Source: an optimization exercise on an open RTL-to-GDS flow (aim: small area and a short achievable clock period). Production flows keep margins and buffers that such runs may drop.
For this run, only the layout was checked, not whether the RTL still works.
No activity file was given, so power comes from the tool's default toggle rates.

$ cat flow/design.v
module piped_wallace_mult(
    input wire clock, reset,
    input wire [15:0] x, y,
    output reg [31:0] prod
);
    reg [59:0] r1;
    reg [101:0] r2;
    reg [61:0] r3;
    reg v1, v2, v3;
    wire g1 = x[1] & x[0];
    wire q2 = x[1] ^ x[0];
    wire g3 = x[2] & x[1];
    wire q4 = x[2] ^ x[1];
    wire g5 = x[3] & x[2];
    wire q6 = x[3] ^ x[2];
    wire g7 = x[4] & x[3];
    wire q8 = x[4] ^ x[3];
    wire g9 = x[5] & x[4];
    wire q10 = x[5] ^ x[4];
    wire g11 = x[6] & x[5];
    wire q12 = x[6] ^ x[5];
    wire g13 = x[7] & x[6];
    wire q14 = x[7] ^ x[6];
    wire g15 = x[8] & x[7];
    wire q16 = x[8] ^ x[7];
    wire g17 = x[9] & x[8];
    wire q18 = x[9] ^ x[8];
    wire g19 = x[10] & x[9];
    wire q20 = x[10] ^ x[9];
    wire g21 = x[11] & x[10];
    wire q22 = x[11] ^ x[10];
    wire g23 = x[12] & x[11];
    wire q24 = x[12] ^ x[11];
    wire g25 = x[13] & x[12];
    wire q26 = x[13] ^ x[12];
    wire g27 = x[14] & x[13];
    wire q28 = x[14] ^ x[13];
    wire g29 = x[15] & x[14];
    wire q30 = x[15] ^ x[14];
    wire t31, u32;
    pfx i33 (.gh(g5), .ph(q6), .gl(g3), .pl(q4), .g(t31), .p(u32));
    wire t34, u35;
    pfx i36 (.gh(g9), .ph(q10), .gl(g7), .pl(q8), .g(t34), .p(u35));
    wire t37, u38;
    pfx i39 (.gh(g13), .ph(q14), .gl(g11), .pl(q12), .g(t37), .p(u38));
    wire t40, u41;
    pfx i42 (.gh(g17), .ph(q18), .gl(g15), .pl(q16), .g(t40), .p(u41));
    wire t43, u44;
    pfx i45 (.gh(g21), .ph(q22), .gl(g19), .pl(q20), .g(t43), .p(u44));
    wire t46, u47;
    pfx i48 (.gh(g25), .ph(q26), .gl(g23), .pl(q24), .g(t46), .p(u47));
    wire t49, u50;
    pfx i51 (.gh(g29), .ph(q30), .gl(g27), .pl(q28), .g(t49), .p(u50));
    wire t52;
    pfx_g i53 (.gh(g3), .ph(q4), .gl(g1), .g(t52));
    wire t54;
    pfx_g i55 (.gh(t31), .ph(u32), .gl(g1), .g(t54));
    wire t56, u57;
    pfx i58 (.gh(g11), .ph(q12), .gl(t34), .pl(u35), .g(t56), .p(u57));
    wire t59, u60;
    pfx i61 (.gh(t37), .ph(u38), .gl(t34), .pl(u35), .g(t59), .p(u60));
    wire t62, u63;
    pfx i64 (.gh(g19), .ph(q20), .gl(t40), .pl(u41), .g(t62), .p(u63));
    wire t65, u66;
    pfx i67 (.gh(t43), .ph(u44), .gl(t40), .pl(u41), .g(t65), .p(u66));
    wire t68, u69;
    pfx i70 (.gh(g27), .ph(q28), .gl(t46), .pl(u47), .g(t68), .p(u69));
    wire t71, u72;
    pfx i73 (.gh(t49), .ph(u50), .gl(t46), .pl(u47), .g(t71), .p(u72));
    wire t74;
    pfx_g i75 (.gh(g7), .ph(q8), .gl(t54), .g(t74));
    wire t76;
    pfx_g i77 (.gh(t34), .ph(u35), .gl(t54), .g(t76));
    wire t78;
    pfx_g i79 (.gh(t56), .ph(u57), .gl(t54), .g(t78));
    wire t80;
    pfx_g i81 (.gh(t59), .ph(u60), .gl(t54), .g(t80));
    wire t82, u83;
    pfx i84 (.gh(g23), .ph(q24), .gl(t65), .pl(u66), .g(t82), .p(u83));
    wire t85, u86;
    pfx i87 (.gh(t46), .ph(u47), .gl(t65), .pl(u66), .g(t85), .p(u86));
    wire t88, u89;
    pfx i90 (.gh(t68), .ph(u69), .gl(t65), .pl(u66), .g(t88), .p(u89));
    wire t91, u92;
    pfx i93 (.gh(t71), .ph(u72), .gl(t65), .pl(u66), .g(t91), .p(u92));
    wire t94;
    pfx_g i95 (.gh(g15), .ph(q16), .gl(t80), .g(t94));
    wire t96;
    pfx_g i97 (.gh(t40), .ph(u41), .gl(t80), .g(t96));
    wire t98;
    pfx_g i99 (.gh(t62), .ph(u63), .gl(t80), .g(t98));
    wire t100;
    pfx_g i101 (.gh(t65), .ph(u66), .gl(t80), .g(t100));
    wire t102;
    pfx_g i103 (.gh(t82), .ph(u83), .gl(t80), .g(t102));
    wire t104;
    pfx_g i105 (.gh(t85), .ph(u86), .gl(t80), .g(t104));
    wire t106;
    pfx_g i107 (.gh(t88), .ph(u89), .gl(t80), .g(t106));
    wire t108;
    pfx_g i109 (.gh(t91), .ph(u92), .gl(t80), .g(t108));
    wire t110 = x[15] & t108;
    wire z111 = q4 ^ g1;
    wire z112 = q6 ^ t52;
    wire z113 = q8 ^ t54;
    wire z114 = q10 ^ t74;
    wire z115 = q12 ^ t76;
    wire z116 = q14 ^ t78;
    wire z117 = q16 ^ t80;
    wire z118 = q18 ^ t94;
    wire z119 = q20 ^ t96;
    wire z120 = q22 ^ t98;
    wire z121 = q24 ^ t100;
    wire z122 = q26 ^ t102;
    wire z123 = q28 ^ t104;
    wire z124 = q30 ^ t106;
    wire z125 = x[15] ^ t108;
    wire p126 = ((r1[33] & r1[0]) | (r1[35] & r1[0])) ^ r1[37];
    wire p127 = ((r1[33] & r1[1]) | (r1[34] & r1[0]) | (r1[35] & r1[16])) ^ r1[37];
    wire p128 = ((r1[33] & r1[2]) | (r1[34] & r1[1]) | (r1[35] & r1[17]) | (r1[36] & r1[0])) ^ r1[37];
    wire p129 = ((r1[33] & r1[3]) | (r1[34] & r1[2]) | (r1[35] & r1[18]) | (r1[36] & r1[1])) ^ r1[37];
    wire p130 = ((r1[33] & r1[4]) | (r1[34] & r1[3]) | (r1[35] & r1[19]) | (r1[36] & r1[2])) ^ r1[37];
    wire p131 = ((r1[33] & r1[5]) | (r1[34] & r1[4]) | (r1[35] & r1[20]) | (r1[36] & r1[3])) ^ r1[37];
    wire p132 = ((r1[33] & r1[6]) | (r1[34] & r1[5]) | (r1[35] & r1[21]) | (r1[36] & r1[4])) ^ r1[37];
    wire p133 = ((r1[33] & r1[7]) | (r1[34] & r1[6]) | (r1[35] & r1[22]) | (r1[36] & r1[5])) ^ r1[37];
    wire p134 = ((r1[33] & r1[8]) | (r1[34] & r1[7]) | (r1[35] & r1[23]) | (r1[36] & r1[6])) ^ r1[37];
    wire p135 = ((r1[33] & r1[9]) | (r1[34] & r1[8]) | (r1[35] & r1[24]) | (r1[36] & r1[7])) ^ r1[37];
    wire p136 = ((r1[33] & r1[10]) | (r1[34] & r1[9]) | (r1[35] & r1[25]) | (r1[36] & r1[8])) ^ r1[37];
    wire p137 = ((r1[33] & r1[11]) | (r1[34] & r1[10]) | (r1[35] & r1[26]) | (r1[36] & r1[9])) ^ r1[37];
    wire p138 = ((r1[33] & r1[12]) | (r1[34] & r1[11]) | (r1[35] & r1[27]) | (r1[36] & r1[10])) ^ r1[37];
    wire p139 = ((r1[33] & r1[13]) | (r1[34] & r1[12]) | (r1[35] & r1[28]) | (r1[36] & r1[11])) ^ r1[37];
    wire p140 = ((r1[33] & r1[14]) | (r1[34] & r1[13]) | (r1[35] & r1[29]) | (r1[36] & r1[12])) ^ r1[37];
    wire p141 = ((r1[33] & r1[15]) | (r1[34] & r1[14]) | (r1[35] & r1[30]) | (r1[36] & r1[13])) ^ r1[37];
    wire p142 = ((r1[34] & r1[15]) | (r1[35] & r1[31]) | (r1[36] & r1[14])) ^ r1[37];
    wire p143 = ((r1[35] & r1[32]) | (r1[36] & r1[15])) ^ r1[37];
    wire p144 = ((r1[38] & r1[0]) | (r1[40] & r1[0])) ^ r1[42];
    wire p145 = ((r1[38] & r1[1]) | (r1[39] & r1[0]) | (r1[40] & r1[16])) ^ r1[42];
    wire p146 = ((r1[38] & r1[2]) | (r1[39] & r1[1]) | (r1[40] & r1[17]) | (r1[41] & r1[0])) ^ r1[42];
    wire p147 = ((r1[38] & r1[3]) | (r1[39] & r1[2]) | (r1[40] & r1[18]) | (r1[41] & r1[1])) ^ r1[42];
    wire p148 = ((r1[38] & r1[4]) | (r1[39] & r1[3]) | (r1[40] & r1[19]) | (r1[41] & r1[2])) ^ r1[42];
    wire p149 = ((r1[38] & r1[5]) | (r1[39] & r1[4]) | (r1[40] & r1[20]) | (r1[41] & r1[3])) ^ r1[42];
    wire p150 = ((r1[38] & r1[6]) | (r1[39] & r1[5]) | (r1[40] & r1[21]) | (r1[41] & r1[4])) ^ r1[42];
    wire p151 = ((r1[38] & r1[7]) | (r1[39] & r1[6]) | (r1[40] & r1[22]) | (r1[41] & r1[5])) ^ r1[42];
    wire p152 = ((r1[38] & r1[8]) | (r1[39] & r1[7]) | (r1[40] & r1[23]) | (r1[41] & r1[6])) ^ r1[42];
    wire p153 = ((r1[38] & r1[9]) | (r1[39] & r1[8]) | (r1[40] & r1[24]) | (r1[41] & r1[7])) ^ r1[42];
    wire p154 = ((r1[38] & r1[10]) | (r1[39] & r1[9]) | (r1[40] & r1[25]) | (r1[41] & r1[8])) ^ r1[42];
    wire p155 = ((r1[38] & r1[11]) | (r1[39] & r1[10]) | (r1[40] & r1[26]) | (r1[41] & r1[9])) ^ r1[42];
    wire p156 = ((r1[38] & r1[12]) | (r1[39] & r1[11]) | (r1[40] & r1[27]) | (r1[41] & r1[10])) ^ r1[42];
    wire p157 = ((r1[38] & r1[13]) | (r1[39] & r1[12]) | (r1[40] & r1[28]) | (r1[41] & r1[11])) ^ r1[42];
    wire p158 = ((r1[38] & r1[14]) | (r1[39] & r1[13]) | (r1[40] & r1[29]) | (r1[41] & r1[12])) ^ r1[42];
    wire p159 = ((r1[38] & r1[15]) | (r1[39] & r1[14]) | (r1[40] & r1[30]) | (r1[41] & r1[13])) ^ r1[42];
    wire p160 = ((r1[39] & r1[15]) | (r1[40] & r1[31]) | (r1[41] & r1[14])) ^ r1[42];
    wire p161 = ((r1[40] & r1[32]) | (r1[41] & r1[15])) ^ r1[42];
    wire p162 = ((r1[43] & r1[0]) | (r1[45] & r1[0])) ^ r1[47];
    wire p163 = ((r1[43] & r1[1]) | (r1[44] & r1[0]) | (r1[45] & r1[16])) ^ r1[47];
    wire p164 = ((r1[43] & r1[2]) | (r1[44] & r1[1]) | (r1[45] & r1[17]) | (r1[46] & r1[0])) ^ r1[47];
    wire p165 = ((r1[43] & r1[3]) | (r1[44] & r1[2]) | (r1[45] & r1[18]) | (r1[46] & r1[1])) ^ r1[47];
    wire p166 = ((r1[43] & r1[4]) | (r1[44] & r1[3]) | (r1[45] & r1[19]) | (r1[46] & r1[2])) ^ r1[47];
    wire p167 = ((r1[43] & r1[5]) | (r1[44] & r1[4]) | (r1[45] & r1[20]) | (r1[46] & r1[3])) ^ r1[47];
    wire p168 = ((r1[43] & r1[6]) | (r1[44] & r1[5]) | (r1[45] & r1[21]) | (r1[46] & r1[4])) ^ r1[47];
    wire p169 = ((r1[43] & r1[7]) | (r1[44] & r1[6]) | (r1[45] & r1[22]) | (r1[46] & r1[5])) ^ r1[47];
    wire p170 = ((r1[43] & r1[8]) | (r1[44] & r1[7]) | (r1[45] & r1[23]) | (r1[46] & r1[6])) ^ r1[47];
    wire p171 = ((r1[43] & r1[9]) | (r1[44] & r1[8]) | (r1[45] & r1[24]) | (r1[46] & r1[7])) ^ r1[47];
    wire p172 = ((r1[43] & r1[10]) | (r1[44] & r1[9]) | (r1[45] & r1[25]) | (r1[46] & r1[8])) ^ r1[47];
    wire p173 = ((r1[43] & r1[11]) | (r1[44] & r1[10]) | (r1[45] & r1[26]) | (r1[46] & r1[9])) ^ r1[47];
    wire p174 = ((r1[43] & r1[12]) | (r1[44] & r1[11]) | (r1[45] & r1[27]) | (r1[46] & r1[10])) ^ r1[47];
    wire p175 = ((r1[43] & r1[13]) | (r1[44] & r1[12]) | (r1[45] & r1[28]) | (r1[46] & r1[11])) ^ r1[47];
    wire p176 = ((r1[43] & r1[14]) | (r1[44] & r1[13]) | (r1[45] & r1[29]) | (r1[46] & r1[12])) ^ r1[47];
    wire p177 = ((r1[43] & r1[15]) | (r1[44] & r1[14]) | (r1[45] & r1[30]) | (r1[46] & r1[13])) ^ r1[47];
    wire p178 = ((r1[44] & r1[15]) | (r1[45] & r1[31]) | (r1[46] & r1[14])) ^ r1[47];
    wire p179 = ((r1[45] & r1[32]) | (r1[46] & r1[15])) ^ r1[47];
    wire p180 = ((r1[48] & r1[0]) | (r1[50] & r1[0])) ^ r1[52];
    wire p181 = ((r1[48] & r1[1]) | (r1[49] & r1[0]) | (r1[50] & r1[16])) ^ r1[52];
    wire p182 = ((r1[48] & r1[2]) | (r1[49] & r1[1]) | (r1[50] & r1[17]) | (r1[51] & r1[0])) ^ r1[52];
    wire p183 = ((r1[48] & r1[3]) | (r1[49] & r1[2]) | (r1[50] & r1[18]) | (r1[51] & r1[1])) ^ r1[52];
    wire p184 = ((r1[48] & r1[4]) | (r1[49] & r1[3]) | (r1[50] & r1[19]) | (r1[51] & r1[2])) ^ r1[52];
    wire p185 = ((r1[48] & r1[5]) | (r1[49] & r1[4]) | (r1[50] & r1[20]) | (r1[51] & r1[3])) ^ r1[52];
    wire p186 = ((r1[48] & r1[6]) | (r1[49] & r1[5]) | (r1[50] & r1[21]) | (r1[51] & r1[4])) ^ r1[52];
    wire p187 = ((r1[48] & r1[7]) | (r1[49] & r1[6]) | (r1[50] & r1[22]) | (r1[51] & r1[5])) ^ r1[52];
    wire p188 = ((r1[48] & r1[8]) | (r1[49] & r1[7]) | (r1[50] & r1[23]) | (r1[51] & r1[6])) ^ r1[52];
    wire p189 = ((r1[48] & r1[9]) | (r1[49] & r1[8]) | (r1[50] & r1[24]) | (r1[51] & r1[7])) ^ r1[52];
    wire p190 = ((r1[48] & r1[10]) | (r1[49] & r1[9]) | (r1[50] & r1[25]) | (r1[51] & r1[8])) ^ r1[52];
    wire p191 = ((r1[48] & r1[11]) | (r1[49] & r1[10]) | (r1[50] & r1[26]) | (r1[51] & r1[9])) ^ r1[52];
    wire p192 = ((r1[48] & r1[12]) | (r1[49] & r1[11]) | (r1[50] & r1[27]) | (r1[51] & r1[10])) ^ r1[52];
    wire p193 = ((r1[48] & r1[13]) | (r1[49] & r1[12]) | (r1[50] & r1[28]) | (r1[51] & r1[11])) ^ r1[52];
    wire p194 = ((r1[48] & r1[14]) | (r1[49] & r1[13]) | (r1[50] & r1[29]) | (r1[51] & r1[12])) ^ r1[52];
    wire p195 = ((r1[48] & r1[15]) | (r1[49] & r1[14]) | (r1[50] & r1[30]) | (r1[51] & r1[13])) ^ r1[52];
    wire p196 = ((r1[49] & r1[15]) | (r1[50] & r1[31]) | (r1[51] & r1[14])) ^ r1[52];
    wire p197 = ((r1[50] & r1[32]) | (r1[51] & r1[15])) ^ r1[52];
    wire p198 = ((r1[53] & r1[0]) | (r1[55] & r1[0])) ^ r1[57];
    wire p199 = ((r1[53] & r1[1]) | (r1[54] & r1[0]) | (r1[55] & r1[16])) ^ r1[57];
    wire p200 = ((r1[53] & r1[2]) | (r1[54] & r1[1]) | (r1[55] & r1[17]) | (r1[56] & r1[0])) ^ r1[57];
    wire p201 = ((r1[53] & r1[3]) | (r1[54] & r1[2]) | (r1[55] & r1[18]) | (r1[56] & r1[1])) ^ r1[57];
    wire p202 = ((r1[53] & r1[4]) | (r1[54] & r1[3]) | (r1[55] & r1[19]) | (r1[56] & r1[2])) ^ r1[57];
    wire p203 = ((r1[53] & r1[5]) | (r1[54] & r1[4]) | (r1[55] & r1[20]) | (r1[56] & r1[3])) ^ r1[57];
    wire p204 = ((r1[53] & r1[6]) | (r1[54] & r1[5]) | (r1[55] & r1[21]) | (r1[56] & r1[4])) ^ r1[57];
    wire p205 = ((r1[53] & r1[7]) | (r1[54] & r1[6]) | (r1[55] & r1[22]) | (r1[56] & r1[5])) ^ r1[57];
    wire p206 = ((r1[53] & r1[8]) | (r1[54] & r1[7]) | (r1[55] & r1[23]) | (r1[56] & r1[6])) ^ r1[57];
    wire p207 = ((r1[53] & r1[9]) | (r1[54] & r1[8]) | (r1[55] & r1[24]) | (r1[56] & r1[7])) ^ r1[57];
    wire p208 = ((r1[53] & r1[10]) | (r1[54] & r1[9]) | (r1[55] & r1[25]) | (r1[56] & r1[8])) ^ r1[57];
    wire p209 = ((r1[53] & r1[11]) | (r1[54] & r1[10]) | (r1[55] & r1[26]) | (r1[56] & r1[9])) ^ r1[57];
    wire p210 = ((r1[53] & r1[12]) | (r1[54] & r1[11]) | (r1[55] & r1[27]) | (r1[56] & r1[10])) ^ r1[57];
    wire p211 = ((r1[53] & r1[13]) | (r1[54] & r1[12]) | (r1[55] & r1[28]) | (r1[56] & r1[11])) ^ r1[57];
    wire p212 = ((r1[53] & r1[14]) | (r1[54] & r1[13]) | (r1[55] & r1[29]) | (r1[56] & r1[12])) ^ r1[57];
    wire p213 = ((r1[53] & r1[15]) | (r1[54] & r1[14]) | (r1[55] & r1[30]) | (r1[56] & r1[13])) ^ r1[57];
    wire p214 = ((r1[54] & r1[15]) | (r1[55] & r1[31]) | (r1[56] & r1[14])) ^ r1[57];
    wire p215 = ((r1[55] & r1[32]) | (r1[56] & r1[15])) ^ r1[57];
    wire p216 = (r1[58] & r1[0]);
    wire p217 = (r1[58] & r1[1]) | (r1[59] & r1[0]);
    wire p218 = (r1[58] & r1[2]) | (r1[59] & r1[1]);
    wire p219 = (r1[58] & r1[3]) | (r1[59] & r1[2]);
    wire p220 = (r1[58] & r1[4]) | (r1[59] & r1[3]);
    wire p221 = (r1[58] & r1[5]) | (r1[59] & r1[4]);
    wire p222 = (r1[58] & r1[6]) | (r1[59] & r1[5]);
    wire p223 = (r1[58] & r1[7]) | (r1[59] & r1[6]);
    wire p224 = (r1[58] & r1[8]) | (r1[59] & r1[7]);
    wire p225 = (r1[58] & r1[9]) | (r1[59] & r1[8]);
    wire p226 = (r1[58] & r1[10]) | (r1[59] & r1[9]);
    wire p227 = (r1[58] & r1[11]) | (r1[59] & r1[10]);
    wire p228 = (r1[58] & r1[12]) | (r1[59] & r1[11]);
    wire p229 = (r1[58] & r1[13]) | (r1[59] & r1[12]);
    wire p230 = (r1[58] & r1[14]) | (r1[59] & r1[13]);
    wire p231 = (r1[58] & r1[15]) | (r1[59] & r1[14]);
    wire p232 = (r1[59] & r1[15]);
    wire p233 = ~r1[37];
    wire p234 = ~r1[42];
    wire p235 = ~r1[47];
    wire p236 = ~r1[52];
    wire p237 = ~r1[57];
    wire s238 = p135 ^ p150;
    wire c239 = p135 & p150;
    wire s240 = p136 ^ p151;
    wire c241 = p136 & p151;
    wire s242 = p137 ^ p152;
    wire c243 = p137 & p152;
    wire s244 = p138 ^ p153 ^ p168;
    wire c245 = (p138 & p153) | (p138 & p168) | (p153 & p168);
    wire s246 = p183 ^ p198;
    wire c247 = p183 & p198;
    wire s248 = p139 ^ p154 ^ p169;
    wire c249 = (p139 & p154) | (p139 & p169) | (p154 & p169);
    wire s250 = p184 ^ p199;
    wire c251 = p184 & p199;
    wire s252 = p140 ^ p155 ^ p170;
    wire c253 = (p140 & p155) | (p140 & p170) | (p155 & p170);
    wire s254 = p185 ^ p200;
    wire c255 = p185 & p200;
    wire s256 = p141 ^ p156 ^ p171;
    wire c257 = (p141 & p156) | (p141 & p171) | (p156 & p171);
    wire s258 = p186 ^ p201 ^ p216;
    wire c259 = (p186 & p201) | (p186 & p216) | (p201 & p216);
    wire s260 = p142 ^ p157 ^ p172;
    wire c261 = (p142 & p157) | (p142 & p172) | (p157 & p172);
    wire s262 = p187 ^ p202 ^ p217;
    wire c263 = (p187 & p202) | (p187 & p217) | (p202 & p217);
    wire s264 = p143 ^ p158 ^ p173;
    wire c265 = (p143 & p158) | (p143 & p173) | (p158 & p173);
    wire s266 = p188 ^ p203 ^ p218;
    wire c267 = (p188 & p203) | (p188 & p218) | (p203 & p218);
    wire s268 = p159 ^ p174 ^ p189;
    wire c269 = (p159 & p174) | (p159 & p189) | (p174 & p189);
    wire s270 = p204 ^ p219 ^ r1[37];
    wire c271 = (p204 & p219) | (p204 & r1[37]) | (p219 & r1[37]);
    wire s272 = p160 ^ p175 ^ p190;
    wire c273 = (p160 & p175) | (p160 & p190) | (p175 & p190);
    wire s274 = p205 ^ p220 ^ r1[37];
    wire c275 = (p205 & p220) | (p205 & r1[37]) | (p220 & r1[37]);
    wire s276 = p161 ^ p176 ^ p191;
    wire c277 = (p161 & p176) | (p161 & p191) | (p176 & p191);
    wire s278 = p206 ^ p221 ^ r1[37];
    wire c279 = (p206 & p221) | (p206 & r1[37]) | (p221 & r1[37]);
    wire s280 = p177 ^ p192 ^ p207;
    wire c281 = (p177 & p192) | (p177 & p207) | (p192 & p207);
    wire s282 = p222 ^ p233 ^ p234;
    wire c283 = (p222 & p233) | (p222 & p234) | (p233 & p234);
    wire s284 = p178 ^ p193 ^ p208;
    wire c285 = (p178 & p193) | (p178 & p208) | (p193 & p208);
    wire s286 = p223 ^ 1'b1;
    wire c287 = p223 & 1'b1;
    wire s288 = p179 ^ p194 ^ p209;
    wire c289 = (p179 & p194) | (p179 & p209) | (p194 & p209);
    wire s290 = p224 ^ 1'b1;
    wire c291 = p224 & 1'b1;
    wire s292 = p195 ^ p210 ^ p225;
    wire c293 = (p195 & p210) | (p195 & p225) | (p210 & p225);
    wire s294 = p196 ^ p211;
    wire c295 = p196 & p211;
    wire s296 = p197 ^ p212;
    wire c297 = p197 & p212;
    wire s298 = r2[11] ^ r2[12];
    wire c299 = r2[11] & r2[12];
    wire s300 = r2[15] ^ r2[16];
    wire c301 = r2[15] & r2[16];
    wire s302 = r2[18] ^ r2[19];
    wire c303 = r2[18] & r2[19];
    wire s304 = r2[21] ^ r2[22] ^ r2[23];
    wire c305 = (r2[21] & r2[22]) | (r2[21] & r2[23]) | (r2[22] & r2[23]);
    wire s306 = r2[25] ^ r2[26] ^ r2[27];
    wire c307 = (r2[25] & r2[26]) | (r2[25] & r2[27]) | (r2[26] & r2[27]);
    wire s308 = r2[29] ^ r2[30] ^ r2[31];
    wire c309 = (r2[29] & r2[30]) | (r2[29] & r2[31]) | (r2[30] & r2[31]);
    wire s310 = r2[33] ^ r2[34] ^ r2[35];
    wire c311 = (r2[33] & r2[34]) | (r2[33] & r2[35]) | (r2[34] & r2[35]);
    wire s312 = r2[37] ^ r2[38] ^ r2[39];
    wire c313 = (r2[37] & r2[38]) | (r2[37] & r2[39]) | (r2[38] & r2[39]);
    wire s314 = r2[41] ^ r2[42] ^ r2[43];
    wire c315 = (r2[41] & r2[42]) | (r2[41] & r2[43]) | (r2[42] & r2[43]);
    wire s316 = r2[45] ^ r2[46] ^ r2[47];
    wire c317 = (r2[45] & r2[46]) | (r2[45] & r2[47]) | (r2[46] & r2[47]);
    wire s318 = r2[49] ^ r2[50] ^ r2[51];
    wire c319 = (r2[49] & r2[50]) | (r2[49] & r2[51]) | (r2[50] & r2[51]);
    wire s320 = r2[53] ^ r2[54] ^ r2[55];
    wire c321 = (r2[53] & r2[54]) | (r2[53] & r2[55]) | (r2[54] & r2[55]);
    wire s322 = r2[57] ^ r2[58] ^ r2[59];
    wire c323 = (r2[57] & r2[58]) | (r2[57] & r2[59]) | (r2[58] & r2[59]);
    wire s324 = r2[61] ^ r2[62] ^ r2[63];
    wire c325 = (r2[61] & r2[62]) | (r2[61] & r2[63]) | (r2[62] & r2[63]);
    wire s326 = r2[65] ^ r2[66] ^ r2[67];
    wire c327 = (r2[65] & r2[66]) | (r2[65] & r2[67]) | (r2[66] & r2[67]);
    wire s328 = r2[69] ^ r2[70] ^ r2[71];
    wire c329 = (r2[69] & r2[70]) | (r2[69] & r2[71]) | (r2[70] & r2[71]);
    wire s330 = r2[73] ^ r2[74] ^ r2[75];
    wire c331 = (r2[73] & r2[74]) | (r2[73] & r2[75]) | (r2[74] & r2[75]);
    wire s332 = r2[77] ^ r2[78] ^ r2[79];
    wire c333 = (r2[77] & r2[78]) | (r2[77] & r2[79]) | (r2[78] & r2[79]);
    wire s334 = r2[81] ^ r2[82] ^ r2[83];
    wire c335 = (r2[81] & r2[82]) | (r2[81] & r2[83]) | (r2[82] & r2[83]);
    wire s336 = r2[85] ^ r2[86] ^ r2[87];
    wire c337 = (r2[85] & r2[86]) | (r2[85] & r2[87]) | (r2[86] & r2[87]);
    wire s338 = r2[88] ^ r2[89] ^ r2[90];
    wire c339 = (r2[88] & r2[89]) | (r2[88] & r2[90]) | (r2[89] & r2[90]);
    wire s340 = r2[91] ^ r2[92] ^ r2[93];
    wire c341 = (r2[91] & r2[92]) | (r2[91] & r2[93]) | (r2[92] & r2[93]);
    wire s342 = r2[95] ^ r2[96];
    wire c343 = r2[95] & r2[96];
    wire s344 = r2[97] ^ r2[98];
    wire c345 = r2[97] & r2[98];
    wire s346 = r2[4] ^ r2[5];
    wire c347 = r2[4] & r2[5];
    wire s348 = r2[7] ^ r2[8];
    wire c349 = r2[7] & r2[8];
    wire s350 = r2[9] ^ r2[10];
    wire c351 = r2[9] & r2[10];
    wire s352 = s298 ^ r2[13] ^ r2[14];
    wire c353 = (s298 & r2[13]) | (s298 & r2[14]) | (r2[13] & r2[14]);
    wire s354 = c299 ^ s300 ^ r2[17];
    wire c355 = (c299 & s300) | (c299 & r2[17]) | (s300 & r2[17]);
    wire s356 = c301 ^ s302 ^ r2[20];
    wire c357 = (c301 & s302) | (c301 & r2[20]) | (s302 & r2[20]);
    wire s358 = c303 ^ s304 ^ r2[24];
    wire c359 = (c303 & s304) | (c303 & r2[24]) | (s304 & r2[24]);
    wire s360 = c305 ^ s306 ^ r2[28];
    wire c361 = (c305 & s306) | (c305 & r2[28]) | (s306 & r2[28]);
    wire s362 = c307 ^ s308 ^ r2[32];
    wire c363 = (c307 & s308) | (c307 & r2[32]) | (s308 & r2[32]);
    wire s364 = c309 ^ s310 ^ r2[36];
    wire c365 = (c309 & s310) | (c309 & r2[36]) | (s310 & r2[36]);
    wire s366 = c311 ^ s312 ^ r2[40];
    wire c367 = (c311 & s312) | (c311 & r2[40]) | (s312 & r2[40]);
    wire s368 = c313 ^ s314 ^ r2[44];
    wire c369 = (c313 & s314) | (c313 & r2[44]) | (s314 & r2[44]);
    wire s370 = c315 ^ s316 ^ r2[48];
    wire c371 = (c315 & s316) | (c315 & r2[48]) | (s316 & r2[48]);
    wire s372 = c317 ^ s318 ^ r2[52];
    wire c373 = (c317 & s318) | (c317 & r2[52]) | (s318 & r2[52]);
    wire s374 = c319 ^ s320 ^ r2[56];
    wire c375 = (c319 & s320) | (c319 & r2[56]) | (s320 & r2[56]);
    wire s376 = c321 ^ s322 ^ r2[60];
    wire c377 = (c321 & s322) | (c321 & r2[60]) | (s322 & r2[60]);
    wire s378 = c323 ^ s324 ^ r2[64];
    wire c379 = (c323 & s324) | (c323 & r2[64]) | (s324 & r2[64]);
    wire s380 = c325 ^ s326 ^ r2[68];
    wire c381 = (c325 & s326) | (c325 & r2[68]) | (s326 & r2[68]);
    wire s382 = c327 ^ s328 ^ r2[72];
    wire c383 = (c327 & s328) | (c327 & r2[72]) | (s328 & r2[72]);
    wire s384 = c329 ^ s330 ^ r2[76];
    wire c385 = (c329 & s330) | (c329 & r2[76]) | (s330 & r2[76]);
    wire s386 = c331 ^ s332 ^ r2[80];
    wire c387 = (c331 & s332) | (c331 & r2[80]) | (s332 & r2[80]);
    wire s388 = c333 ^ s334 ^ r2[84];
    wire c389 = (c333 & s334) | (c333 & r2[84]) | (s334 & r2[84]);
    wire s390 = c335 ^ s336 ^ 1'b1;
    wire c391 = (c335 & s336) | (c335 & 1'b1) | (s336 & 1'b1);
    wire s392 = c337 ^ s338 ^ 1'b1;
    wire c393 = (c337 & s338) | (c337 & 1'b1) | (s338 & 1'b1);
    wire s394 = c339 ^ s340 ^ r2[94];
    wire c395 = (c339 & s340) | (c339 & r2[94]) | (s340 & r2[94]);
    wire s396 = c341 ^ s342 ^ 1'b1;
    wire c397 = (c341 & s342) | (c341 & 1'b1) | (s342 & 1'b1);
    wire s398 = c343 ^ s344 ^ 1'b1;
    wire c399 = (c343 & s344) | (c343 & 1'b1) | (s344 & 1'b1);
    wire s400 = c345 ^ r2[99] ^ r2[100];
    wire c401 = (c345 & r2[99]) | (c345 & r2[100]) | (r2[99] & r2[100]);
    wire s402 = r2[101] ^ 1'b1;
    wire c403 = r2[101] & 1'b1;
    wire t404 = r3[2] & r3[0];
    wire u405 = r3[5] & r3[3];
    wire t406, u407;
    pfx i408 (.gh(r3[8]), .ph(r3[9]), .gl(r3[6]), .pl(r3[7]), .g(t406), .p(u407));
    wire t409, u410;
    pfx i411 (.gh(r3[12]), .ph(r3[13]), .gl(r3[10]), .pl(r3[11]), .g(t409), .p(u410));
    wire t412, u413;
    pfx i414 (.gh(r3[16]), .ph(r3[17]), .gl(r3[14]), .pl(r3[15]), .g(t412), .p(u413));
    wire t415, u416;
    pfx i417 (.gh(r3[20]), .ph(r3[21]), .gl(r3[18]), .pl(r3[19]), .g(t415), .p(u416));
    wire t418, u419;
    pfx i420 (.gh(r3[24]), .ph(r3[25]), .gl(r3[22]), .pl(r3[23]), .g(t418), .p(u419));
    wire t421, u422;
    pfx i423 (.gh(r3[28]), .ph(r3[29]), .gl(r3[26]), .pl(r3[27]), .g(t421), .p(u422));
    wire t424, u425;
    pfx i426 (.gh(r3[32]), .ph(r3[33]), .gl(r3[30]), .pl(r3[31]), .g(t424), .p(u425));
    wire t427, u428;
    pfx i429 (.gh(r3[36]), .ph(r3[37]), .gl(r3[34]), .pl(r3[35]), .g(t427), .p(u428));
    wire t430, u431;
    pfx i432 (.gh(r3[40]), .ph(r3[41]), .gl(r3[38]), .pl(r3[39]), .g(t430), .p(u431));
    wire t433, u434;
    pfx i435 (.gh(r3[44]), .ph(r3[45]), .gl(r3[42]), .pl(r3[43]), .g(t433), .p(u434));
    wire t436, u437;
    pfx i438 (.gh(r3[48]), .ph(r3[49]), .gl(r3[46]), .pl(r3[47]), .g(t436), .p(u437));
    wire t439, u440;
    pfx i441 (.gh(r3[52]), .ph(r3[53]), .gl(r3[50]), .pl(r3[51]), .g(t439), .p(u440));
    wire t442, u443;
    pfx i444 (.gh(r3[56]), .ph(r3[57]), .gl(r3[54]), .pl(r3[55]), .g(t442), .p(u443));
    wire t445 = r3[3] & t404;
    wire t446;
    pfx_g i447 (.gh(r3[4]), .ph(u405), .gl(t404), .g(t446));
    wire t448, u449;
    pfx i450 (.gh(r3[10]), .ph(r3[11]), .gl(t406), .pl(u407), .g(t448), .p(u449));
    wire t451, u452;
    pfx i453 (.gh(t409), .ph(u410), .gl(t406), .pl(u407), .g(t451), .p(u452));
    wire t454, u455;
    pfx i456 (.gh(r3[18]), .ph(r3[19]), .gl(t412), .pl(u413), .g(t454), .p(u455));
    wire t457, u458;
    pfx i459 (.gh(t415), .ph(u416), .gl(t412), .pl(u413), .g(t457), .p(u458));
    wire t460, u461;
    pfx i462 (.gh(r3[26]), .ph(r3[27]), .gl(t418), .pl(u419), .g(t460), .p(u461));
    wire t463, u464;
    pfx i465 (.gh(t421), .ph(u422), .gl(t418), .pl(u419), .g(t463), .p(u464));
    wire t466, u467;
    pfx i468 (.gh(r3[34]), .ph(r3[35]), .gl(t424), .pl(u425), .g(t466), .p(u467));
    wire t469, u470;
    pfx i471 (.gh(t427), .ph(u428), .gl(t424), .pl(u425), .g(t469), .p(u470));
    wire t472, u473;
    pfx i474 (.gh(r3[42]), .ph(r3[43]), .gl(t430), .pl(u431), .g(t472), .p(u473));
    wire t475, u476;
    pfx i477 (.gh(t433), .ph(u434), .gl(t430), .pl(u431), .g(t475), .p(u476));
    wire t478, u479;
    pfx i480 (.gh(r3[50]), .ph(r3[51]), .gl(t436), .pl(u437), .g(t478), .p(u479));
    wire t481, u482;
    pfx i483 (.gh(t439), .ph(u440), .gl(t436), .pl(u437), .g(t481), .p(u482));
    wire t484, u485;
    pfx i486 (.gh(r3[58]), .ph(r3[59]), .gl(t442), .pl(u443), .g(t484), .p(u485));
    wire t487;
    pfx_g i488 (.gh(r3[6]), .ph(r3[7]), .gl(t446), .g(t487));
    wire t489;
    pfx_g i490 (.gh(t406), .ph(u407), .gl(t446), .g(t489));
    wire t491;
    pfx_g i492 (.gh(t448), .ph(u449), .gl(t446), .g(t491));
    wire t493;
    pfx_g i494 (.gh(t451), .ph(u452), .gl(t446), .g(t493));
    wire t495, u496;
    pfx i497 (.gh(r3[22]), .ph(r3[23]), .gl(t457), .pl(u458), .g(t495), .p(u496));
    wire t498, u499;
    pfx i500 (.gh(t418), .ph(u419), .gl(t457), .pl(u458), .g(t498), .p(u499));
    wire t501, u502;
    pfx i503 (.gh(t460), .ph(u461), .gl(t457), .pl(u458), .g(t501), .p(u502));
    wire t504, u505;
    pfx i506 (.gh(t463), .ph(u464), .gl(t457), .pl(u458), .g(t504), .p(u505));
    wire t507, u508;
    pfx i509 (.gh(r3[38]), .ph(r3[39]), .gl(t469), .pl(u470), .g(t507), .p(u508));
    wire t510, u511;
    pfx i512 (.gh(t430), .ph(u431), .gl(t469), .pl(u470), .g(t510), .p(u511));
    wire t513, u514;
    pfx i515 (.gh(t472), .ph(u473), .gl(t469), .pl(u470), .g(t513), .p(u514));
    wire t516, u517;
    pfx i518 (.gh(t475), .ph(u476), .gl(t469), .pl(u470), .g(t516), .p(u517));
    wire t519, u520;
    pfx i521 (.gh(r3[54]), .ph(r3[55]), .gl(t481), .pl(u482), .g(t519), .p(u520));
    wire t522, u523;
    pfx i524 (.gh(t442), .ph(u443), .gl(t481), .pl(u482), .g(t522), .p(u523));
    wire t525, u526;
    pfx i527 (.gh(t484), .ph(u485), .gl(t481), .pl(u482), .g(t525), .p(u526));
    wire t528;
    pfx_g i529 (.gh(r3[14]), .ph(r3[15]), .gl(t493), .g(t528));
    wire t530;
    pfx_g i531 (.gh(t412), .ph(u413), .gl(t493), .g(t530));
    wire t532;
    pfx_g i533 (.gh(t454), .ph(u455), .gl(t493), .g(t532));
    wire t534;
    pfx_g i535 (.gh(t457), .ph(u458), .gl(t493), .g(t534));
    wire t536;
    pfx_g i537 (.gh(t495), .ph(u496), .gl(t493), .g(t536));
    wire t538;
    pfx_g i539 (.gh(t498), .ph(u499), .gl(t493), .g(t538));
    wire t540;
    pfx_g i541 (.gh(t501), .ph(u502), .gl(t493), .g(t540));
    wire t542;
    pfx_g i543 (.gh(t504), .ph(u505), .gl(t493), .g(t542));
    wire t544, u545;
    pfx i546 (.gh(r3[46]), .ph(r3[47]), .gl(t516), .pl(u517), .g(t544), .p(u545));
    wire t547, u548;
    pfx i549 (.gh(t436), .ph(u437), .gl(t516), .pl(u517), .g(t547), .p(u548));
    wire t550, u551;
    pfx i552 (.gh(t478), .ph(u479), .gl(t516), .pl(u517), .g(t550), .p(u551));
    wire t553, u554;
    pfx i555 (.gh(t481), .ph(u482), .gl(t516), .pl(u517), .g(t553), .p(u554));
    wire t556, u557;
    pfx i558 (.gh(t519), .ph(u520), .gl(t516), .pl(u517), .g(t556), .p(u557));
    wire t559, u560;
    pfx i561 (.gh(t522), .ph(u523), .gl(t516), .pl(u517), .g(t559), .p(u560));
    wire t562, u563;
    pfx i564 (.gh(t525), .ph(u526), .gl(t516), .pl(u517), .g(t562), .p(u563));
    wire t565;
    pfx_g i566 (.gh(r3[30]), .ph(r3[31]), .gl(t542), .g(t565));
    wire t567;
    pfx_g i568 (.gh(t424), .ph(u425), .gl(t542), .g(t567));
    wire t569;
    pfx_g i570 (.gh(t466), .ph(u467), .gl(t542), .g(t569));
    wire t571;
    pfx_g i572 (.gh(t469), .ph(u470), .gl(t542), .g(t571));
    wire t573;
    pfx_g i574 (.gh(t507), .ph(u508), .gl(t542), .g(t573));
    wire t575;
    pfx_g i576 (.gh(t510), .ph(u511), .gl(t542), .g(t575));
    wire t577;
    pfx_g i578 (.gh(t513), .ph(u514), .gl(t542), .g(t577));
    wire t579;
    pfx_g i580 (.gh(t516), .ph(u517), .gl(t542), .g(t579));
    wire t581;
    pfx_g i582 (.gh(t544), .ph(u545), .gl(t542), .g(t581));
    wire t583;
    pfx_g i584 (.gh(t547), .ph(u548), .gl(t542), .g(t583));
    wire t585;
    pfx_g i586 (.gh(t550), .ph(u551), .gl(t542), .g(t585));
    wire t587;
    pfx_g i588 (.gh(t553), .ph(u554), .gl(t542), .g(t587));
    wire t589;
    pfx_g i590 (.gh(t556), .ph(u557), .gl(t542), .g(t589));
    wire t591;
    pfx_g i592 (.gh(t559), .ph(u560), .gl(t542), .g(t591));
    wire t593;
    pfx_g i594 (.gh(t562), .ph(u563), .gl(t542), .g(t593));
    wire z595 = r3[2] ^ r3[0];
    wire z596 = r3[3] ^ t404;
    wire z597 = r3[5] ^ t445;
    wire z598 = r3[7] ^ t446;
    wire z599 = r3[9] ^ t487;
    wire z600 = r3[11] ^ t489;
    wire z601 = r3[13] ^ t491;
    wire z602 = r3[15] ^ t493;
    wire z603 = r3[17] ^ t528;
    wire z604 = r3[19] ^ t530;
    wire z605 = r3[21] ^ t532;
    wire z606 = r3[23] ^ t534;
    wire z607 = r3[25] ^ t536;
    wire z608 = r3[27] ^ t538;
    wire z609 = r3[29] ^ t540;
    wire z610 = r3[31] ^ t542;
    wire z611 = r3[33] ^ t565;
    wire z612 = r3[35] ^ t567;
    wire z613 = r3[37] ^ t569;
    wire z614 = r3[39] ^ t571;
    wire z615 = r3[41] ^ t573;
    wire z616 = r3[43] ^ t575;
    wire z617 = r3[45] ^ t577;
    wire z618 = r3[47] ^ t579;
    wire z619 = r3[49] ^ t581;
    wire z620 = r3[51] ^ t583;
    wire z621 = r3[53] ^ t585;
    wire z622 = r3[55] ^ t587;
    wire z623 = r3[57] ^ t589;
    wire z624 = r3[59] ^ t591;
    wire z625 = r3[61] ^ t593;
    wire [31:0] result = {z625, z624, z623, z622, z621, z620, z619, z618, z617, z616, z615, z614, z613, z612, z611, z610, z609, z608, z607, z606, z605, z604, z603, z602, z601, z600, z599, z598, z597, z596, z595, r3[1]};
    always @(posedge clock) begin
        r1 <= {(y[14] & y[15]), (y[14] & ~y[15]) | (~y[14] & y[15]), y[14], (y[11] & y[12] & y[13] & ~y[14]) | (~y[11] & ~y[12] & ~y[13] & y[14]), (y[11] & ~y[12] & y[13] & ~y[14]) | (~y[11] & y[12] & y[13] & ~y[14]) | (y[11] & ~y[12] & ~y[13] & y[14]) | (~y[11] & y[12] & ~y[13] & y[14]), (y[11] & y[12] & ~y[13] & ~y[14]) | (~y[11] & ~y[12] & y[13] & ~y[14]) | (y[11] & y[12] & ~y[13] & y[14]) | (~y[11] & ~y[12] & y[13] & y[14]), (y[11] & ~y[12] & ~y[13] & ~y[14]) | (~y[11] & y[12] & ~y[13] & ~y[14]) | (y[11] & ~y[12] & y[13] & y[14]) | (~y[11] & y[12] & y[13] & y[14]), y[11], (y[8] & y[9] & y[10] & ~y[11]) | (~y[8] & ~y[9] & ~y[10] & y[11]), (y[8] & ~y[9] & y[10] & ~y[11]) | (~y[8] & y[9] & y[10] & ~y[11]) | (y[8] & ~y[9] & ~y[10] & y[11]) | (~y[8] & y[9] & ~y[10] & y[11]), (y[8] & y[9] & ~y[10] & ~y[11]) | (~y[8] & ~y[9] & y[10] & ~y[11]) | (y[8] & y[9] & ~y[10] & y[11]) | (~y[8] & ~y[9] & y[10] & y[11]), (y[8] & ~y[9] & ~y[10] & ~y[11]) | (~y[8] & y[9] & ~y[10] & ~y[11]) | (y[8] & ~y[9] & y[10] & y[11]) | (~y[8] & y[9] & y[10] & y[11]), y[8], (y[5] & y[6] & y[7] & ~y[8]) | (~y[5] & ~y[6] & ~y[7] & y[8]), (y[5] & ~y[6] & y[7] & ~y[8]) | (~y[5] & y[6] & y[7] & ~y[8]) | (y[5] & ~y[6] & ~y[7] & y[8]) | (~y[5] & y[6] & ~y[7] & y[8]), (y[5] & y[6] & ~y[7] & ~y[8]) | (~y[5] & ~y[6] & y[7] & ~y[8]) | (y[5] & y[6] & ~y[7] & y[8]) | (~y[5] & ~y[6] & y[7] & y[8]), (y[5] & ~y[6] & ~y[7] & ~y[8]) | (~y[5] & y[6] & ~y[7] & ~y[8]) | (y[5] & ~y[6] & y[7] & y[8]) | (~y[5] & y[6] & y[7] & y[8]), y[5], (y[2] & y[3] & y[4] & ~y[5]) | (~y[2] & ~y[3] & ~y[4] & y[5]), (y[2] & ~y[3] & y[4] & ~y[5]) | (~y[2] & y[3] & y[4] & ~y[5]) | (y[2] & ~y[3] & ~y[4] & y[5]) | (~y[2] & y[3] & ~y[4] & y[5]), (y[2] & y[3] & ~y[4] & ~y[5]) | (~y[2] & ~y[3] & y[4] & ~y[5]) | (y[2] & y[3] & ~y[4] & y[5]) | (~y[2] & ~y[3] & y[4] & y[5]), (y[2] & ~y[3] & ~y[4] & ~y[5]) | (~y[2] & y[3] & ~y[4] & ~y[5]) | (y[2] & ~y[3] & y[4] & y[5]) | (~y[2] & y[3] & y[4] & y[5]), y[2], (~y[0] & ~y[1] & y[2]), (y[0] & y[1] & ~y[2]) | (y[0] & ~y[1] & y[2]), (~y[0] & y[1] & ~y[2]) | (~y[0] & y[1] & y[2]), (y[0] & ~y[1] & ~y[2]) | (y[0] & y[1] & y[2]), t110, z125, z124, z123, z122, z121, z120, z119, z118, z117, z116, z115, z114, z113, z112, z111, q2, x[15], x[14], x[13], x[12], x[11], x[10], x[9], x[8], x[7], x[6], x[5], x[4], x[3], x[2], x[1], x[0]};
        r2 <= {p232, p237, p231, p230, p215, p229, p214, p236, p228, p213, c297, p227, s296, c295, p226, s294, c293, p235, s292, c291, c289, s290, s288, c287, c285, s286, s284, c283, c281, s282, s280, c279, c277, s278, s276, c275, c273, s274, s272, c271, c269, s270, s268, c267, c265, s266, s264, c263, c261, s262, s260, c259, c257, s258, s256, c255, c253, s254, s252, c251, c249, s250, s248, c247, c245, r1[57], s246, s244, c243, p182, p167, s242, c241, p181, p166, s240, c239, r1[52], p180, p165, s238, p164, p149, p134, p163, p148, p133, r1[47], p162, p147, p132, p146, p131, p145, p130, r1[42], p144, p129, p128, p127, r1[37], p126};
        r3 <= {c401 ^ s402, c401 & s402, c399 ^ s400, c399 & s400, c397 ^ s398, c397 & s398, c395 ^ s396, c395 & s396, c393 ^ s394, c393 & s394, c391 ^ s392, c391 & s392, c389 ^ s390, c389 & s390, c387 ^ s388, c387 & s388, c385 ^ s386, c385 & s386, c383 ^ s384, c383 & s384, c381 ^ s382, c381 & s382, c379 ^ s380, c379 & s380, c377 ^ s378, c377 & s378, c375 ^ s376, c375 & s376, c373 ^ s374, c373 & s374, c371 ^ s372, c371 & s372, c369 ^ s370, c369 & s370, c367 ^ s368, c367 & s368, c365 ^ s366, c365 & s366, c363 ^ s364, c363 & s364, c361 ^ s362, c361 & s362, c359 ^ s360, c359 & s360, c357 ^ s358, c357 & s358, c355 ^ s356, c355 & s356, c353 ^ s354, c353 & s354, c351 ^ s352, c351 & s352, c349 ^ s350, c349 & s350, c347 ^ s348, c347 & s348, s346 ^ r2[6], s346 & r2[6], r2[3], r2[2], r2[0] ^ r2[1], r2[0] & r2[1]};
    end
    always @(posedge clock or posedge reset)
        if (reset) begin
            v1 <= 1'b0; v2 <= 1'b0; v3 <= 1'b0; prod <= 32'd0;
        end else begin
            v1 <= 1'b1; v2 <= v1; v3 <= v2;
            prod <= v3 ? result : 32'd0;
        end
endmodule
module pfx(input wire gh, ph, gl, pl, output wire g, p);
    assign g = gh | (ph & gl);
    assign p = ph & pl;
endmodule
module pfx_g(input wire gh, ph, gl, output wire g);
    assign g = gh | (ph & gl);
endmodule
$ cat flow/config.mk
export PLATFORM = sky130hd
export DESIGN_NAME = piped_wallace_mult
export DESIGN_NICKNAME = piped_wallace_mult
export VERILOG_FILES = /design/flow/design.v
export SDC_FILE = /design/flow/constraint.sdc
export NUM_CORES = 4
export LEC_CHECK = 0
export CAP_MARGIN = 20
export CORE_MARGIN = 2
export CORE_UTILIZATION = 40
export SETUP_SLACK_MARGIN = 0.95
export SLEW_MARGIN = 20
export SYNTH_HIERARCHICAL = 1
export SYNTH_MINIMUM_KEEP_SIZE = 0
$ cat flow/constraint.sdc
create_clock -name core_clock -period 2.8 [get_ports {clock}]
set_input_delay 0.5600 -clock core_clock [delete_from_list [all_inputs] [get_ports {clock}]]
set_output_delay 0.5600 -clock core_clock [all_outputs]
set_load 0.01 [all_outputs]
$ cat flow/run.sh
#!/bin/bash
# synth_recipe.tcl (not shown) runs the flow's synth.tcl, then flattens the netlist and writes it again
# the make line also repeats each setting of config.mk as NAME=value (left out here)
make -C /OpenROAD-flow-scripts/flow DESIGN_CONFIG=/design/flow/config.mk WORK_HOME=/design/flow/orfs CLKGATE_MAP_FILE= SYNTH_SCRIPT=/design/flow/synth_recipe.tcl finish
==> metrics.cfg <==
[setup_path]
worstPathCellList=clkdlybuf4s50_1 > ha_4 > and2_1 > and2_1 > a21o_1 > a21o_1 > ha_2
path_buf_inv=1
cp.required_ps=3270
path_depth=7
r2r_start=r3[17]$_DFF_P_
cp-endpoint=r1[31]$_DFF_P_
timing.rr.end=prod[19]$_DFF_PP0_
reg2regPathDepth=7
cpPeakStageDelay_ps=600
crit_family=buffers and inverters
path_class=in2reg
critPathLaunchType=primary input
critPathLaunch=x[14]
cp.arrival_ps=2350
critPathSlowestCell=clkdlybuf4s50_1
end_kind=register
rrSetupSlack_ps=940
crit_fanout=3

[clock_tree]
clk_latency_ps=540
cts_root_buf=clkbuf_16
htree_levels=1
clockBufferDepth=3
clock-sinks=258
holdBufCountCts=0
clkTransAtPathRegs_ps=60
cts_inserted_buffers=26
cts_tree=done

[sta]
maxSlewViolCount=0
setup_tns_ps=0
relSlewSlack_pct=49.57
min_period_over_period_pct=67.11
hold_violations=0
rsz0062_at_grt=yes
finalSetupViolations=0
fin_skew_ps=24.09
max_freq_ghz=0.5321
fin_crit_ps=1879
worstMarginPinSlew_ps=755.4

[synthesis]
synth.largest_area_cell=dfxtp_1
yosys_warnings=7
syn-instance-count=1101
synth-seq-cells=258
synth.most_common_cell=dfxtp_1
ys_top_cells_by_area=dfxtp_1 (34%), fa_1 (9.2%), a221oi_2 (7.1%), dfrtp_1 (6.7%), xnor2_1 (6.7%)
async_flop_share_pct=13.57
synth.yosys.seq_area_share_pct=40.96
yosysTopAreaCellShare_pct=34.25
postSynthAreaPerCell_um2=11.84
synth_fp_nets=1263
synth_edf_count=0
yosys-top-cells-count=dfxtp_1 (223), a21o_1 (103), xnor2_1 (99)
synthFlopType=dfxtp_1
syn_area_mm2=0.01304
ys_types=29

[power]
p_leak_nw=6.889
peakVddDrop_uv=483.7
p_per_area_mw_per_mm2=938.0

[detailed_routing]
vias_per_cell=4.900
antenna_left=0
routed_wl_um=26730
drt-initial-drc-count=440
routedWlPerCell_um=16.67
drc_errors=0
drtPass1Iterations=5
vias=7855

[finish]
drive_above_1_share_pct=17.92
stdcell_count=1603
nNetsFinal=1306
seq_area_mm2=0.005390
multi_input_area_mm2=0.007048
syn2layout_area_growth_pct=15.40
num_antenna_cells=0
fill_cells=2946

[place]
port_buffers=65
hpwl_um=20190
dp_cells=1552
routabilityCongestion=0.8280

[floorplan]
dieWidth_um=184.5
dieArea_mm2=0.03405
pin_count=66
rows=66
start_util_pct=40.37
die_h_um=184.5
core_area_mm2=0.03229

[grt]
grt_max_degree=36
grt.overflow.total=0
grt_util_all_layers_pct=15.92
grt_pass1_wl_um=43540
grt_pass1_vias=7972
antenna_found_initial=0

[outcome]
run_status=no timing/DRC/antenna violations

[min_path]
hp-class=in2reg

[run]
cap_violations=0

how the worst min path moves through the flow:
stage | startpoint | to | slack, ps | depth (start not counted)
floorplan | r2[2]$_DFF_P_ | r3[2]$_DFF_P_ | 310 | 0
global placement | r2[2]$_DFF_P_ | r3[2]$_DFF_P_ | 310 | 0
detailed placement | r2[3]$_DFF_P_ | r3[3]$_DFF_P_ | 320 | 0
CTS | x[1] | r1[1]$_DFF_P_ | 330 | 1
global route | x[7] | r1[7]$_DFF_P_ | 240 | 1
finish | x[7] | r1[7]$_DFF_P_ | 260 | 1
cells in the final DEF, fill, tap and decap left out, types with 13 or more instances in the layout:
cell type,instances
and2_1,96
dfxtp_2,34
a21o_1,98
xor2_1,44
buf_4,33
ha_4,13
fa_1,60
clkbuf_16,28
dlygate4sd2_1,38
dfrtp_1,35
ha_1,54
dfxtp_1,187
clkdlybuf4s50_1,20
a22o_1,73
inv_1,66
a221oi_2,61
xnor2_1,99
what timing repair did:
| item | CTS | global route |
|---|---|---|
| endpoints found under the setup margin | 88 | 49 |
| pin swaps | 10 | 21 |
| resized for setup | 76 | 35 |
| buffers inserted | 1 | 4 |
| gates cloned | 1 | 0 |
Yosys stat by module (local to each module, per instance):
module,flip-flops and latches,cells
piped_wallace_mult,258,937
pfx_g,0,1
pfx,0,2
worst reg2reg max path: cells and delay by family, from the launching register on:
kind	cells	cell delay [ps]
xor+xnor	1	150
flops	1	320
compound gates	5	1100
simple gates	1	150
metal layers:
metal	track usage (%)	wire length, um
met5	0	0
met4	3.328	389
met3	2.786	1335
met2	25.49	11740
met1	22.54	13260
flip-flops by register name, summed over array words and instances, names as in the netlist:
signal,count
prod,32
r1,60
r2,102
r3,61
v1,1
v2,1
v3,1
through the flow:
stage | power [mW] | setup slack [ps] | utilization, % | hold slack (ps) | instance area [um2]
after CTS | 14.24 | 852.2 | 46.12 | 332.6 | 14890
after floorplan | 9.111 | 865.5 | - | 309.6 | 13100
after global routing | 15.33 | 866.2 | 46.59 | 239.6 | 15040
after global placement | 10.61 | 164.9 | 43.13 | 312.1 | 13920
final | 14.11 | 920.8 | 46.59 | 262.3 | 15040
after detailed placement | 10.69 | 124.4 | 43.13 | 319.3 | 13920
cell families (layout without fill, tap and decap cells):
group / count (synthesis) / after routing / synth area share [%]
AO/OA/AOI/OAI: 282 / 283 / 20.76
flip-flops: 258 / 258 / 40.96
buffers and inverters: 157 / 216 / 6.747
XOR/XNOR: 143 / 143 / 9.607
AND/OR/NAND/NOR: 132 / 132 / 6.152
adder cells (fa/ha/maj): 128 / 128 / 15.74
other: 1 / 1 / 0.02877
power by group:
group,internal [mW],switching [mW],leakage [nW]
Clock,2.12,1.38,0.434
Sequential,4.84,0.788,2.33
Combinational,2.60,2.38,4.13
layout make-up:
type | count | share of cell area, %
Inverter | 69 | 1.722
Clock inverter | 12 | 0.9981
Multi-Input combinational cell | 687 | 46.85
Timing Repair Buffer | 102 | 6.072
Sequential cell | 258 | 35.83
Tap cell | 442 | 3.676
Clock buffer | 33 | 4.849

## separate check: timing with driven ports
No port has a modelled driver above. Below, the same layout with a new extraction and two added sets of constraints.
Step 1 assumes that a clkbuf_16 drives the clock port and a buf_2 every other input.
Step 2 adds t to the input delays and takes it off the output delays; t is the mean of the earliest and latest rising clock arrival at the registers after step 1. Input paths then give back, and output paths get back, about the clock's delay inside the block.
Three values: ideal ports, drivers, drivers and shift; two values: the first two.
t (ns): 0.575
setup WS [ns]: 0.921 / 0.937 / 0.371
hold WS [ns]: 0.262 / 0.232 / 0.333
worst setup path at the end: input to register
clock arrival spread, ns: 0.024 / 0.025
After both steps this run still meets setup and hold. The setup slack of this run moves by +0.016 ns with the drivers and by -0.550 ns with both steps.
